This design comes from an exercise in tuning for small area on the open sky130 flow, not from production work.
In this exercise RTL edits were held to simulation tests only and were not proved equivalent to the original.
Power and IR drop assume default switching activity.

Design video_uut, start of the top module:
module video_uut (
    input  wire         clk_i           , 
    input  wire         cen_i           , 
    input  wire         rst_i           , 
    input  wire         vid_sel_i       , 
    input  wire [23:0]  vid_rgb_i       , 
    input  wire [1:0]   vh_blank_i      , 
    input  wire [2:0]   dvh_sync_i      , 
    output wire [2:0]   dvh_sync_o      , 
    output wire [23:0]  vid_rgb_o         
);
localparam [3:0] C_BLACK  = 4'd0;    
localparam [3:0] C_WHITE  = 4'd1;    
localparam [3:0] C_MAZE   = 4'd2;    
localparam [3:0] C_BLUE   = 4'd3;    
localparam [3:0] C_ORANGE = 4'd4;    
localparam [3:0] C_RED    = 4'd5;    
localparam [3:0] C_GREEN  = 4'd6;    
localparam [3:0] C_GBLUE  = 4'd7;    
localparam [3:0] C_PINK   = 4'd8;    
localparam [3:0] C_PURPLE = 4'd9;    
localparam [3:0] C_YELLOW = 4'd10;   
reg         HD, VD;
reg  [10:0] HCNT;      
reg  [10:0] VCNT;
wire HR = ~HD &  vh_blank_i[0];
wire HF =  HD & ~vh_blank_i[0];
wire VR = ~VD &  vh_blank_i[1];
wire VF =  VD & ~vh_blank_i[1];
wire [10:0] px = HCNT;
wire [10:0] py = VCNT;
localparam NSF = 12;
function automatic [3:0] sf_win(input [11:0] u);
    reg [3:0] t;
    begin
        t = u[3:0] - 4'd7;
        sf_win[3]   = (u[11:4] == 8'd0) && (u[3:0] != 4'd15);
        sf_win[2:0] = t[3] ? -t[2:0] : t[2:0];
    end
endfunction
function automatic sf_pat(input [3:0] wx, input [3:0] wy);
    sf_pat = wx[3] && wy[3] && (wx[2:0] < 3'd2 || wy[2:0] < 3'd2 || wx[2:0] == wy[2:0]);
endfunction
wire [11:0] px7 = {1'b0, px} + 12'd7;
wire [11:0] py7 = {1'b0, py} + 12'd7;
wire [NSF-1:0] sf_on;
wire [11:0] sf_ux [0:NSF-1];
wire [11:0] sf_uy [0:NSF-1];
wire [10:0] sf_xv [0:NSF-1];
  ...
For scale: roughly 2700 cells after synthesis, ~150 flip-flops, ~60 I/O pins.
Settings: LEC_CHECK=0, CAP_MARGIN=20, CORE_MARGIN=2, CORE_UTILIZATION=40, SLEW_MARGIN=20; clock period 13.0 ns.
standard.sh (not shown) runs the stock make flow with config.mk's settings and CLKGATE_MAP_FILE= SYNTH_SCRIPT=/design/flow/synth_recipe.tcl, a recipe that flattens the netlist after the stock synthesis.
==> flow/flow/run.sh <==
#!/bin/bash
# The standard layout (standard.sh) with a different combinational mapping in
# synthesis:
#  - adders are left to ABC as plain logic (no full/half-adder cell
#    extraction, no Kogge-Stone carry network);
#  - ABC runs flow/deep.abc (deepsyn restructuring, then area-recovering
#    mapping) instead of ORFS's abc script.
# flow/synth.tcl is synth_recipe.tcl with an abc wrapper that swaps the script;
# registers, their names and cell types are those of the standard synthesis.
set -euo pipefail
export MY_ABC_SCRIPT="$PWD/flow/deep.abc"
bash standard.sh SYNTH_SCRIPT="$PWD/flow/synth.tcl" ADDER_MAP_FILE= SYNTH_OPERATIONS_ARGS=-nofsm CTS_ARGS="-sink_clustering_enable -repair_clock_nets -dont_use_dummy_load -sink_clustering_size 20 -sink_clustering_max_diameter 60 -buf_list {sky130_fd_sc_hd__clkbuf_8}" finish > make_finish.log 2>&1
==> flow/flow/deep.abc <==
strash
&get -n
&fraig -x
&deepsyn -T 100
&deepsyn -T 100
&put
strash
&get -n
&dch -f
&nf -R 1000
&put
==> flow/flow/synth.tcl <==
# synth_recipe.tcl with an abc wrapper: the ABC script is replaced by $MY_ABC_SCRIPT
proc synth {args} { yosys synth -nofsm -noshare {*}$args }
proc abc {args} {
  set out {}
  set skip 0
  foreach a $args {
    if {$skip} { set skip 0; continue }
    if {$a eq "-script"} { set skip 1; continue }
    lappend out $a
  }
  if {[info exists ::env(MY_ABC_SCRIPT)] && $::env(MY_ABC_SCRIPT) ne ""} {
    set out [linsert $out 0 -script $::env(MY_ABC_SCRIPT)]
  }
  yosys abc {*}$out
}
source $::env(SCRIPTS_DIR)/synth.tcl
# left out here: clear keep_hierarchy, flatten, clean up, hide names made inside functions, write 1_2_yosys.v
Rerun with:
--- a/flow/flow/run.sh
+++ b/flow/flow/run.sh
@@ -1,3 +1,5 @@
 #!/bin/bash
-# The standard layout (standard.sh) with a different combinational mapping in
+# The standard layout (standard.sh) with a different clock tree (clkbuf_8 only,
+# clusters of up to 20 sinks within 60 um, no dummy loads) and a different
+# combinational mapping in
 # synthesis:
--- a/flow/config.mk
+++ b/flow/config.mk
@@ -9,3 +9,3 @@
 export CORE_MARGIN = 2
-export CORE_UTILIZATION = 40
+export CORE_UTILIZATION = 60
 export SLEW_MARGIN = 20
Die area came out lower by about 33%. Power came out lower by about 0.9%. Cell area came out lower by 1.5%. Via count came out higher by about 2.4%. Setup slack got worse by 0.012 ns. Global-route usage came out higher by 12 points. Flip-flop and latch count does not change. Combinational power hardly moves. Area after synthesis does not change. Sequential power is about the same. Non-clock buffer count came out lower by 8.
Rerun with:
==> flow/flow/run.sh (replaced) <==
#!/bin/bash
# The standard layout (standard.sh) with buf_1 port buffers, a different clock
# tree (clkbuf_8 only,
# clusters of up to 20 sinks within 60 um, no dummy loads) and a different
# combinational mapping in
# synthesis:
#  - adders are left to ABC as plain logic (no full/half-adder cell
#    extraction, no Kogge-Stone carry network);
#  - ABC runs flow/deep.abc (deepsyn restructuring, then area-recovering
#    mapping) instead of ORFS's abc script.
# flow/synth.tcl is synth_recipe.tcl with an abc wrapper that swaps the script;
# registers, their names and cell types are those of the standard synthesis.
set -euo pipefail
export MY_ABC_SCRIPT="$PWD/flow/deep.abc"
bash standard.sh SYNTH_SCRIPT="$PWD/flow/synth.tcl" ADDER_MAP_FILE= SYNTH_OPERATIONS_ARGS=-nofsm BUFFER_PORTS_ARGS="-buffer_cell sky130_fd_sc_hd__buf_1" CTS_ARGS="-sink_clustering_enable -repair_clock_nets -dont_use_dummy_load -sink_clustering_size 20 -sink_clustering_max_diameter 60 -buf_list {sky130_fd_sc_hd__clkbuf_8}" finish > make_finish.log 2>&1
--- a/flow/config.mk
+++ b/flow/config.mk
@@ -9,3 +9,3 @@
 export CORE_MARGIN = 2
-export CORE_UTILIZATION = 60
+export CORE_UTILIZATION = 40
 export SLEW_MARGIN = 20
Outcome: Final cell count grows by 6.6%; core utilization shrinks by 22 points; register-to-register slack gains 0.12 ns; global-route usage shrinks by 13 points; synthesized cell count stays the same; combinational power shrinks by 7.4%; via count shrinks by 2.3%; setup slack gains 0.12 ns; critical path depth shrinks by 2.

## static timing again, ports no longer ideal
How much do the figures lean on ideal ports? The routed layouts below were timed once more, with nothing changed but the port constraints.
Step 1: set_driving_cell puts a clkbuf_16 on clk_i and a buf_2 on each other input, an assumption about the parent block.
Step 2 times the ports against the registers' clock, not the clock port: input delays grow and output delays shrink by t, the midpoint of the rising clock arrivals with the driver on.
Slacks: no drivers / after step 1 / after step 2; pairs: no drivers / after step 1.
run | t, ns | slack for setup (ns) | hold WS [ns]
the first run | 0.619 | 0.984 / 0.984 / 0.984 | 0.478 / 0.478 / 0.478
the second run | 0.566 | 0.972 / 0.972 / 0.972 | 0.495 / 0.495 / 0.495
the third run | 0.588 | 1.094 / 1.094 / 1.094 | 0.474 / 0.474 / 0.474
After both steps every run listed still meets setup and hold.
